Context: an optimization exercise on an open-source flow, tuned for small area. The choices shown serve that exercise and are no tape-out recipe. Function was checked by simulation only, so behaviour that the tests miss may differ from the original.

## design.v

```verilog
module fft_1(reset, x_re0, x_re1, x_im0, x_im1, y_re0, y_re1, y_im0, y_im1, x_re2, x_re3, x_re4, x_re5, x_re6, x_re7, x_im2, x_im3, x_im4, x_im5, x_im6, x_im7, y_re2, y_re3, y_re4, y_re5, y_re6, y_re7,  y_im2, y_im3, y_im4, y_im5, y_im6, y_im7, clk);
  input signed [15:0] x_re0, x_re1, x_re2, x_re3, x_re4, x_re5, x_re6, x_re7;
  input signed [15:0] x_im0, x_im1, x_im2, x_im3, x_im4, x_im5, x_im6, x_im7;
  input reset;
  output wire signed [15:0] y_re0, y_re1, y_re2, y_re3, y_re4, y_re5, y_re6, y_re7;
  output wire signed [15:0] y_im0, y_im1, y_im2, y_im3, y_im4, y_im5, y_im6, y_im7;
  input clk;
  wire signed [7:0] w0_re = 8'b01111111;
  wire signed [7:0] w0_im = 8'b00000000;
  wire signed [7:0] w1_re = 8'b01011010;
  wire signed [7:0] w1_im = 8'b10100100;
  wire signed [7:0] w2_re = 8'b00000000;
  wire signed [7:0] w2_im = 8'b10000000;
  wire signed [7:0] w3_re = 8'b10100100;
  wire signed [7:0] w3_im = 8'b10100100;
  reg [15:0] temp_re [0:7];
  reg [15:0] temp_im [0:7];
  wire [15:0] temp_re_temp [0:7];
  wire [15:0] temp_im_temp [0:7];
  wire [15:0] temp_re_2 [0:7];
  wire [15:0] temp_im_2 [0:7];
  always@(posedge clk) begin
    if(reset) begin
      temp_re[0] <= x_re0;
      temp_re[1] <= x_re1;
      temp_re[2] <= x_re2;
      temp_re[3] <= x_re3;
      temp_re[4] <= x_re4;
      temp_re[5] <= x_re5;
      temp_re[6] <= x_re6;
      temp_re[7] <= x_re7;
      temp_im[0] <= x_im0;
      temp_im[1] <= x_im1;
      temp_im[2] <= x_im2;
      temp_im[3] <= x_im3;
      temp_im[4] <= x_im4;
      temp_im[5] <= x_im5;
      temp_im[6] <= x_im6;
      temp_im[7] <= x_im7;
    end
  end
  butterfly B10(
    .inRe1(temp_re[0]),
    .inRe2(temp_re[4]),
    .inIm1(temp_im[0]),
    .inIm2(temp_im[4]),
    .outRe1(temp_re_temp[0]),
    .outRe2(temp_re_temp[4]),
    .outIm1(temp_im_temp[0]),
    .outIm2(temp_im_temp[4]),
    .twiddle_re(w0_re),
    .twiddle_im(w0_im)
  );
  butterfly B11(
    .inRe1(temp_re[1]),
    .inRe2(temp_re[5]),
    .inIm1(temp_im[1]),
    .inIm2(temp_im[5]),
    .outRe1(temp_re_temp[1]),
    .outRe2(temp_re_temp[5]),
    .outIm1(temp_im_temp[1]),
    .outIm2(temp_im_temp[5]),
    .twiddle_re(w1_re),
    .twiddle_im(w1_im)
  );
  butterfly B12(
    .inRe1(temp_re[2]),
    .inRe2(temp_re[6]),
    .inIm1(temp_im[2]),
    .inIm2(temp_im[6]),
    .outRe1(temp_re_temp[2]),
    .outRe2(temp_re_temp[6]),
    .outIm1(temp_im_temp[2]),
    .outIm2(temp_im_temp[6]),
    .twiddle_re(w2_re),
    .twiddle_im(w2_im)
  );
  butterfly B13(
    .inRe1(temp_re[3]),
    .inRe2(temp_re[7]),
    .inIm1(temp_im[3]),
    .inIm2(temp_im[7]),
    .outRe1(temp_re_temp[3]),
    .outRe2(temp_re_temp[7]),
    .outIm1(temp_im_temp[3]),
    .outIm2(temp_im_temp[7]),
    .twiddle_re(w3_re),
    .twiddle_im(w3_im)
  );
  butterfly B20(
    .inRe1(temp_re_temp[0]),
    .inRe2(temp_re_temp[2]),
    .inIm1(temp_im_temp[0]),
    .inIm2(temp_im_temp[2]),
    .outRe1(temp_re_2[0]),
    .outRe2(temp_re_2[2]),
    .outIm1(temp_im_2[0]),
    .outIm2(temp_im_2[2]),
    .twiddle_re(w0_re),
    .twiddle_im(w0_im)
  );
  butterfly B21(
    .inRe1(temp_re_temp[1]),
    .inRe2(temp_re_temp[3]),
    .inIm1(temp_im_temp[1]),
    .inIm2(temp_im_temp[3]),
    .outRe1(temp_re_2[1]),
    .outRe2(temp_re_2[3]),
    .outIm1(temp_im_2[1]),
    .outIm2(temp_im_2[3]),
    .twiddle_re(w2_re),
    .twiddle_im(w2_im)
  );
  butterfly B22(
    .inRe1(temp_re_temp[4]),
    .inRe2(temp_re_temp[6]),
    .inIm1(temp_im_temp[4]),
    .inIm2(temp_im_temp[6]),
    .outRe1(temp_re_2[4]),
    .outRe2(temp_re_2[6]),
    .outIm1(temp_im_2[4]),
    .outIm2(temp_im_2[6]),
    .twiddle_re(w0_re),
    .twiddle_im(w0_im)
  );
  butterfly B23(
    .inRe1(temp_re_temp[5]),
    .inRe2(temp_re_temp[7]),
    .inIm1(temp_im_temp[5]),
    .inIm2(temp_im_temp[7]),
    .outRe1(temp_re_2[5]),
    .outRe2(temp_re_2[7]),
    .outIm1(temp_im_2[5]),
    .outIm2(temp_im_2[7]),
    .twiddle_re(w2_re),
    .twiddle_im(w2_im)
  );
  butterfly B30(
    .inRe1(temp_re_2[0]),
    .inRe2(temp_re_2[1]),
    .inIm1(temp_im_2[0]),
    .inIm2(temp_im_2[1]),
    .outRe1(y_re0),
    .outRe2(y_re4),
    .outIm1(y_im0),
    .outIm2(y_im4),
    .twiddle_re(w0_re),
    .twiddle_im(w0_im)
  );
  butterfly B31(
    .inRe1(temp_re_2[2]),
    .inRe2(temp_re_2[3]),
    .inIm1(temp_im_2[2]),
    .inIm2(temp_im_2[3]),
    .outRe1(y_re2),
    .outRe2(y_re6),
    .outIm1(y_im2),
    .outIm2(y_im6),
    .twiddle_re(w0_re),
    .twiddle_im(w0_im)
  );
  butterfly B32(
    .inRe1(temp_re_2[4]),
    .inRe2(temp_re_2[5]),
    .inIm1(temp_im_2[4]),
    .inIm2(temp_im_2[5]),
    .outRe1(y_re1),
    .outRe2(y_re5),
    .outIm1(y_im1),
    .outIm2(y_im5),
    .twiddle_re(w0_re),
    .twiddle_im(w0_im)
  );
  butterfly B33(
    .inRe1(temp_re_2[6]),
    .inRe2(temp_re_2[7]),
    .inIm1(temp_im_2[6]),
    .inIm2(temp_im_2[7]),
    .outRe1(y_re3),
    .outRe2(y_re7),
    .outIm1(y_im3),
    .outIm2(y_im7),
    .twiddle_re(w0_re),
    .twiddle_im(w0_im)
  );
endmodule
module butterfly(inRe1, inIm1, inRe2, inIm2, outRe1, outIm1, outRe2, outIm2, twiddle_re, twiddle_im);
  input signed [15:0] inRe1;
  input signed [15:0] inRe2;
  input signed [15:0] inIm1;
  input signed [15:0] inIm2;
  input signed [7:0] twiddle_re;
  input signed [7:0] twiddle_im;
  output signed [15:0] outRe1;
  output signed [15:0] outRe2;
  output signed [15:0] outIm1;
  output signed [15:0] outIm2;
  reg [23:0] temp_outRe2;
  reg [23:0] temp_outIm2;
  always@(*) begin
    temp_outRe2 <= ( (twiddle_re)*(inRe1-inRe2) - (twiddle_im)*(inIm1-inIm2) );    
    temp_outIm2 <= ( (twiddle_im)*(inRe1-inRe2) + (twiddle_re)*(inIm1-inIm2) );
  end
   assign outRe1 = (inRe1 + inRe2);
   assign outIm1 = (inIm1 + inIm2);
   assign outRe2 = {temp_outRe2[22:7]};
   assign outIm2 = {temp_outIm2[22:7]};
endmodule
```

## run.sh

```bash
#!/bin/bash
# synth_recipe.tcl (not shown) runs the flow's synth.tcl, then flattens the netlist and writes it again
# the make line also repeats each setting of config.mk as NAME=value (left out here)
make -C /OpenROAD-flow-scripts/flow DESIGN_CONFIG=/design/flow/config.mk WORK_HOME=/design/flow/orfs CLKGATE_MAP_FILE= SYNTH_SCRIPT=/design/flow/synth_recipe.tcl finish
```

## config.mk

```make
export PLATFORM = sky130hd
export DESIGN_NAME = fft_1
export DESIGN_NICKNAME = fft_1
export VERILOG_FILES = /design/flow/design.v
export SDC_FILE = /design/flow/constraint.sdc
export NUM_CORES = 4
export LEC_CHECK = 0
export CAP_MARGIN = 20
export CORE_MARGIN = 2
export CORE_UTILIZATION = 45
export PLACE_DENSITY = 0.6
export SLEW_MARGIN = 20
```

## constraint.sdc

```tcl
create_clock -name core_clock -period 25.0 [get_ports {clk}]
set_input_delay 5.0000 -clock core_clock [delete_from_list [all_inputs] [get_ports {clk}]]
set_output_delay 5.0000 -clock core_clock [all_outputs]
set_load 0.01 [all_outputs]
```

==> run summary <==
-- registers in the layout, indices dropped and copies added (netlist names) --
| name | flops |
|---|---|
| temp_im | 128 |
| temp_re | 128 |
-- cell families (layout without fill, tap and decap cells) --
family	after synthesis	count (layout)	synth area share
mux	19	19	0.00213
compound gates	1877	1877	0.129
other cells	0	4	0
fa+ha+maj	2919	2919	0.486
simple gates	1554	1554	0.0802
xor+xnor	1061	1061	0.101
flops	256	256	0.0824
buf+inv	2954	3448	0.119
-- routing by layer --
layer | vias up | track usage | share of wire
met5 | - | 0 | 0.00027
met4 | 10 | 0.0577 | 0.026
met3 | 179 | 0.0188 | 0.041
met2 | 1322 | 0.397 | 0.47
met1 | 33800 | 0.332 | 0.47
li1 | 34700 | - | -
-- how the worst max path moves through the flow --
stage | startpoint | to | slack, ns | cells past startpoint
5_1_grt | temp_im[4][1]$_DFFE_PP_ | y_im7[15] | 0.02 | 70
4_1_cts | temp_re[0][0]$_DFFE_PP_ | y_re7[15] | 0.84 | 71
3_5_place_dp | temp_re[0][0]$_DFFE_PP_ | y_re7[15] | 1.48 | 71
3_3_place_gp | temp_re[0][0]$_DFFE_PP_ | y_re7[15] | 1.56 | 71
6_report | temp_im[4][0]$_DFFE_PP_ | y_im7[15] | 1.17 | 64
2_1_floorplan | temp_re[0][0]$_DFFE_PP_ | y_re7[15] | 3.70 | 71
-- layout make-up --
| type | count | area [um2] |
|---|---|---|
| Fill cell | 19600 | 104000 |
| Multi-Input combinational cell | 7430 | 74600 |
| Inverter | 2843 | 10700 |
| Sequential cell | 256 | 7690 |
| Timing Repair Buffer | 544 | 5380 |
| Tap cell | 2704 | 3380 |
| Clock buffer | 39 | 891 |
| Clock inverter | 22 | 239 |
| Antenna cell | 4 | 10.0 |
-- cell usage in the layout (no fill, tap or decap), types with 42 or more instances in the layout --
cell type,synthesis,final
clkdlybuf4s50_1,0,512
xnor2_1,813,807
nor2b_1,95,95
nor2_1,576,576
nand3_1,62,62
o21bai_1,298,298
edfxtp_1,256,256
a21o_1,116,116
o21ai_1,48,48
xor2_1,239,238
nand2_1,248,248
o21ai_0,245,245
or3_1,43,43
fa_1,1178,1178
o21a_1,130,130
a211oi_1,42,42
ha_1,1738,1738
nor3_1,217,217
a21oi_1,652,652
a31oi_1,52,52
inv_1,2827,2827
nand2b_1,82,82
and3_1,60,60
-- stage by stage --
stage               hold WS (ns)   util  std cells
CTS                         4.94  0.497      13800
detailed placement          5.56  0.492      13800
global placement            5.55  0.492      13800
floorplan                   5.10      -      10600
finish                      4.92  0.498      13800
global route                4.95  0.498      13800
==> run summary <==
startpoint types=flip-flop; die area=0.211 mm2; asr flop ratio synth=0; hold depth=1; Worst Hold Class=primary input to flip-flop; Critical Path RT=20.00 ns; WS Path Type=flip-flop to output port; # hold bufs at CTS=0; Pre-antenna DRT Iters=6; # port buffers=513; global-route wire length before repair=393000 um; CP max stage cell=xnor2_1; Hold Path End=temp_re[6][2]$_DFFE_PP_; Clock Sinks=256; Post-synth EDFFs=256; share of the synthesized area in the top cell type=0.253; CP bufs+invs=10; status=finished clean; Post-DP Area=0.102 mm2; count of nets after finishing=14300; die width=459 um; yosys warns=6; total grt overflow=0; Global Route Usage Sum=0.237; Root Buffer=clkbuf_16; crit share post-route=0.953; Final ANT Viol Nets=0; slowest stage delay, CP=0.83 ns; DR vias/cell=5.06; Total Wirelength=251000 um; Top cell by count, worst path=fa_1; commonest cells in the netlist=inv_1, ha_1, fa_1; vias in the first global route=71300; Setup violations, final=0; pre-CTS setup slack=1.48 ns; CTS tree=yes; CP max FO=9; setup slack after layout=1.17 ns; vias=70100; CTS Buffer Depth=3; core footprint=0.207 mm2; pin count of the biggest net entering global routing=107; Ports=514; Most used DFF post-synth=edfxtp_1; RSZ-0062 raised after global routing=false; Hold Startpoint=reset; starting density of the core=0.451; Hold Fails Final Rpt=0; WL/cell=18.1 um; sequential area share after synthesis=0.0824; initial antenna violation count=9; CP arrival=18.83 ns; 1st-iter DRT viols=3821; top-count cell post-synth=inv_1; kind of cell adding the most delay to the critical path=adder cells; min Tclk post-route=23.83 ns; Final Cell Area=0.103 mm2; share of cells above drive strength 1=0.0156; Avg Cell Area, Syn=8.77 um2; dpl hpwl=228000 um; drc violations=0; worst-margin pin slew=1.09 ns; syn_nets=13800; post-cts resize count=0; f_max=42.0 MHz; total of max-cap violations=0; Post-Route Setup TNS=0 ns; CTS clk-pin slew, worst paths=0.06 ns; Syn Inst Count=10600; postcts setup bufs=0; Netlist cell types=94; H-tree levels=2; Yosys reg bits=256; largest area contributor in the netlist=fa_1; Slew headroom=0.269; final-report max-slew violation count=0; routability cong.=0.935; CTS Buf Count=34; Area Overhead vs Synth=10.2%; Die Y=459 um; CP endpoint kind=output port; Site Rows=167; Syn Std Cell Area=0.0933 mm2; top cells by area, synth=fa_1, ha_1, inv_1

## afterwards: timing with drivers on the ports
Ports are ideal in the flow. The routed layout listed here was re-timed in OpenROAD.
Step 1 sets driving cells, clkbuf_16 on the clock port and buf_2 on the other inputs (assumed; they add their load-dependent delay and slew).
Step 2, shift: input delay + t, output delay - t, t = (earliest + latest rising clock arrival at the registers) / 2. This alone moves slack from input paths to output paths.
Slacks: ideal / step 1 / step 2; pairs: ideal / step 1.
t, ns: 0.647
setup slack, ns: 1.169 / 1.091 / 1.737
slew at the worst register clock pin (ns): 0.07 / 0.07
After both steps this run still meets setup and hold. The setup slack of this run moves by -0.078 ns with the drivers and by +0.568 ns with both steps.
